Context: an optimization exercise on an open-source flow, tuned for small area. The choices shown serve that exercise and are no tape-out recipe. The RTL was checked by simulation tests, not by an equivalence proof against the original design.

Design sphincs_randomizer_R, start of the top module:
module sphincs_randomizer_R (
  input  wire         CLK,
  input  wire         RST,
  input  wire         start,
  input  wire [127:0] sk_prf,
  input  wire [127:0] optrand,
  input  wire [263:0] msg,
  output wire [127:0] R,
  output reg          valid
);
Settings: LEC_CHECK=0, CAP_MARGIN=20, CORE_MARGIN=2, CORE_UTILIZATION=45, SETUP_SLACK_MARGIN=0.1, SLEW_MARGIN=20, SYNTH_HIERARCHICAL=1; clock period 10.0 ns.
standard.sh (not shown) runs the stock make flow with config.mk's settings and CLKGATE_MAP_FILE= SYNTH_SCRIPT=/design/flow/synth_recipe.tcl, a recipe that flattens the netlist after the stock synthesis.
==> flow/flow/run.sh <==
#!/bin/bash
# Own layout flow: the standard ORFS flow (standard.sh) with two changes
# that only affect how the layout is built:
#  - the port buffers that buffer_ports inserts on every input and output are
#    the smallest buffer cell (sky130_fd_sc_hd__buf_1) instead of the default
#    clkdlybuf4s50_1;
#  - clock tree synthesis uses clkbuf_4 with small sink clusters and
#    no dummy loads.
# Each tool's full output lands in the ORFS log folder; the make output is
# kept in standard.log.
export BUFFER_PORTS_ARGS="-buffer_cell sky130_fd_sc_hd__buf_1"
export CTS_ARGS="-sink_clustering_enable -repair_clock_nets -dont_use_dummy_load -sink_clustering_size 9 -sink_clustering_max_diameter 40 -buf_list {sky130_fd_sc_hd__clkbuf_4}"
bash standard.sh > standard.log 2>&1
Change:
- SETUP_SLACK_MARGIN: 0.1 -> 0.2
What happened:
- The changed run ran to the end with no violations
- synthesized area stays the same
- setup slack is better by 87 ps
- wire length is lower by 1.4%
- sequential cell count does not change
- synthesized cell count is unchanged
- via count is lower by 0.53%
Change:
- SETUP_SLACK_MARGIN: 0.2 -> not set
Synthesized area stays the same.
Utilization barely changes.
Global-route usage increases by 0.37 points.


Setup of alpha:
sphincs_randomizer_R, a different RTL version from the one above (not shown whole).
For scale: ~1000 flip-flops, ~0.036 mm² of cells after synthesis.
==> flow/config.mk <==
export PLATFORM = sky130hd
export DESIGN_NAME = sphincs_randomizer_R
export DESIGN_NICKNAME = sphincs_randomizer_R
export VERILOG_FILES = /design/flow/design.v
export SDC_FILE = /design/flow/constraint.sdc
export NUM_CORES = 4
export LEC_CHECK = 0
export CAP_MARGIN = 20
export CORE_MARGIN = 2
export CORE_UTILIZATION = 50
export SETUP_SLACK_MARGIN = 0.2
export SLEW_MARGIN = 20
export SYNTH_HIERARCHICAL = 1
==> flow/constraint.sdc <==
create_clock -name core_clock -period 10.0 [get_ports {CLK}]
set_input_delay 2.0000 -clock core_clock [delete_from_list [all_inputs] [get_ports {CLK}]]
set_output_delay 2.0000 -clock core_clock [all_outputs]
set_load 0.01 [all_outputs]
Scripts as last shown in full above: flow/flow/run.sh
Input-level comparison between beta and alpha:
Settings: CORE_UTILIZATION: 50 -> 45.
-- flow/flow/run.sh --
<<< alpha, line 11
export BUFFER_PORTS_ARGS="-buffer_cell sky130_fd_sc_hd__buf_1"
export CTS_ARGS="-sink_clustering_enable -repair_clock_nets -dont_use_dummy_load -sink_clustering_size 9 -sink_clustering_max_diameter 40 -buf_list {sky130_fd_sc_hd__clkbuf_4}"
bash standard.sh > standard.log 2>&1
>>> beta, line 11
export BUFFER_PORTS_ARGS="-buffer_cell sky130_fd_sc_hd__buf_1"
export CTS_ARGS="-sink_clustering_enable -repair_clock_nets -dont_use_dummy_load -sink_clustering_size 10 -sink_clustering_max_diameter 40 -buf_list {sky130_fd_sc_hd__clkbuf_4}"
bash standard.sh > standard.log 2>&1
==> run summary <==
Diff alpha -> beta: last weighted congestion value of the routability-driven placer lost 8.5%, maximum number of pins on one net before global-route repair picked up an extra 2, worst endpoint data arrival time lost 0.04 ns.
Compared with alpha, beta shows setup slack higher by 0.018 ns.
Lower post-CTS setup-driven buffer insertion count among beta and alpha: alpha
Delta (beta minus alpha): non-clock buffer contribution to total cell area neither gained nor lost much; via count of the routed design fell 1137.
beta vs alpha, number of diodes went down by 1.
alpha ended up with dfrtp_4 as its slowest library cell on the worst path; beta ended up with or4_4.
Compared with alpha, beta improves post-place setup slack.
beta vs alpha — clock skew dropped 0.068 ns.
#### Input delta (gamma over beta)
-- flow/flow/run.sh --
<<< beta, line 11
export BUFFER_PORTS_ARGS="-buffer_cell sky130_fd_sc_hd__buf_1"
export CTS_ARGS="-sink_clustering_enable -repair_clock_nets -dont_use_dummy_load -sink_clustering_size 10 -sink_clustering_max_diameter 40 -buf_list {sky130_fd_sc_hd__clkbuf_4}"
bash standard.sh > standard.log 2>&1
>>> gamma, line 11
export BUFFER_PORTS_ARGS="-buffer_cell sky130_fd_sc_hd__buf_1"
export CTS_ARGS="-sink_clustering_enable -repair_clock_nets -dont_use_dummy_load -sink_clustering_size 9 -sink_clustering_max_diameter 40 -buf_list {sky130_fd_sc_hd__clkbuf_4}"
bash standard.sh > standard.log 2>&1
--- outcome ---
- For number of global-route vias before repair, beta and gamma come out practically identical.
- Flip-flop and latch count came out exactly the same in gamma and beta.
- Max-slew headroom at the worst pin: gamma better than beta
- As far as clock tree cell share of total cell area is concerned, beta and gamma perform about the same.
- Vias: gamma fewer than beta
- gamma: full flow OK, the timing, DRC and antenna checks passed
- In terms of first-pass GRT wire length, gamma and beta differ only marginally.


sphincs_randomizer_R, a different RTL version from the one above (not shown whole).
Size: about 3,100 cells after synthesis, roughly 650 I/O pins, ~37,000 µm² of cells after synthesis.
==> flow/design.v (excerpt) <==
module sphincs_randomizer_R (
  input  wire         CLK,
  input  wire         RST,
  input  wire         start,
  input  wire [127:0] sk_prf,
  input  wire [127:0] optrand,
  input  wire [263:0] msg,
  output wire [127:0] R,
  output reg          valid
);
  reg [127:0] ra;
  reg [127:0] re;
  reg [511:0] rw;
  reg [255:0] rc;
  reg [3:0] step;
  reg [6:0] cnt;
  reg       busy;
  reg       rmr;      
  wire p = cnt[0];
  function [15:0] rot16;    
    input [31:0] x;
    input integer n;
    reg [63:0] xx;
    begin
      xx = {x, x} >> n;
      rot16 = xx[15:0];
    end
  endfunction
  function [31:0] kword;
    input [5:0] t;
    begin
      case (t)
        6'd00: kword = 32'h428a2f98; 6'd01: kword = 32'h71374491;
        6'd02: kword = 32'hb5c0fbcf; 6'd03: kword = 32'he9b5dba5;
        6'd04: kword = 32'h3956c25b; 6'd05: kword = 32'h59f111f1;
        6'd06: kword = 32'h923f82a4; 6'd07: kword = 32'hab1c5ed5;
        6'd08: kword = 32'hd807aa98; 6'd09: kword = 32'h12835b01;
        6'd10: kword = 32'h243185be; 6'd11: kword = 32'h550c7dc3;
        6'd12: kword = 32'h72be5d74; 6'd13: kword = 32'h80deb1fe;
        6'd14: kword = 32'h9bdc06a7; 6'd15: kword = 32'hc19bf174;
        6'd16: kword = 32'he49b69c1; 6'd17: kword = 32'hefbe4786;
        6'd18: kword = 32'h0fc19dc6; 6'd19: kword = 32'h240ca1cc;
        6'd20: kword = 32'h2de92c6f; 6'd21: kword = 32'h4a7484aa;
        6'd22: kword = 32'h5cb0a9dc; 6'd23: kword = 32'h76f988da;
        6'd24: kword = 32'h983e5152; 6'd25: kword = 32'ha831c66d;
  ...
export LEC_CHECK = 0
export CAP_MARGIN = 5
export CORE_MARGIN = 2
export CORE_UTILIZATION = 45
export GPL_TIMING_DRIVEN = 0
export SETUP_SLACK_MARGIN = 0.2
export SLEW_MARGIN = 5
export SYNTH_HIERARCHICAL = 1
create_clock -name core_clock -period 10.0 [get_ports {CLK}]
==> flow/flow/run.sh <==
#!/bin/bash
# Own layout flow: the standard ORFS flow (standard.sh) with two changes
# that only affect how the layout is built:
#  - the port buffers that buffer_ports inserts on every input and output are
#    the smallest buffer cell (sky130_fd_sc_hd__buf_1) instead of the default
#    clkdlybuf4s50_1;
#  - clock tree synthesis uses clkbuf_4 with small sink clusters and
#    no dummy loads.
# Each tool's full output lands in the ORFS log folder; the make output is
# kept in standard.log.
export BUFFER_PORTS_ARGS="-buffer_cell sky130_fd_sc_hd__buf_1"
export CTS_ARGS="-sink_clustering_enable -repair_clock_nets -dont_use_dummy_load -sink_clustering_size 10 -sink_clustering_max_diameter 40 -buf_list {sky130_fd_sc_hd__clkbuf_4}"
bash standard.sh > standard.log 2>&1
The baseline finished with max-capacitance violations, max-slew violations left.
Then changed:
- CAP_MARGIN: 5 -> 20
- CORE_UTILIZATION: 45 -> 55
- GPL_TIMING_DRIVEN: 0 -> not set
- SLEW_MARGIN: 5 -> 20
What happened: Now the flow ran to the end with no violations; wire length is lower by 5.0%; worst setup slack improved by 33 ps; cell count is lower by 4.7%; utilization is higher by 11 points; global-route usage is higher by 7.1 points; first-iteration DRC count is higher by 29%; clock skew stays flat; area after synthesis is unchanged.

==> re-timing with driven ports <==
How much do the figures lean on ideal ports? The routed layouts below were timed once more, with nothing changed but the port constraints.
Step 1 (the two cells are an assumption about what drives the block):
set clk [get_ports {CLK}]
set_driving_cell -lib_cell sky130_fd_sc_hd__clkbuf_16 $clk
set_driving_cell -lib_cell sky130_fd_sc_hd__buf_2 [delete_from_list [all_inputs] $clk]
Step 2 adds t to the input delays and takes it off the output delays; t is the mean of the earliest and latest rising clock arrival at the registers after step 1. Input paths then give back, and output paths get back, about the clock's delay inside the block.
a / b / c = ideal / step 1 / step 2; a / b = the first two.
| run | shift t [ns] | setup slack, ns | worst data-port slew with drivers (ns) | cell pins on the clock port's net |
|---|---|---|---|---|
| the first run of note 1 | 1.016 | 0.347 / 0.347 / 0.347 | 0.17 | 1 |
| the second run of note 1 | 1.005 | 0.434 / 0.434 / 0.434 | 0.29 | 1 |
| the third run of note 1 | 1.048 | 0.220 / 0.220 / 0.220 | 0.25 | 1 |
| alpha | 1.026 | 0.398 / 0.398 / 0.398 | 0.27 | 1 |
| beta | 1.044 | 0.416 / 0.416 / 0.416 | 0.23 | 1 |
| gamma | 1.063 | 0.488 / 0.488 / 0.488 | 0.23 | 1 |
| the first run of note 3 | 1.057 | 0.335 / 0.335 / 0.335 | 0.23 | 1 |
| the second run of note 3 | 1.040 | 0.368 / 0.368 / 0.368 | 0.30 | 1 |
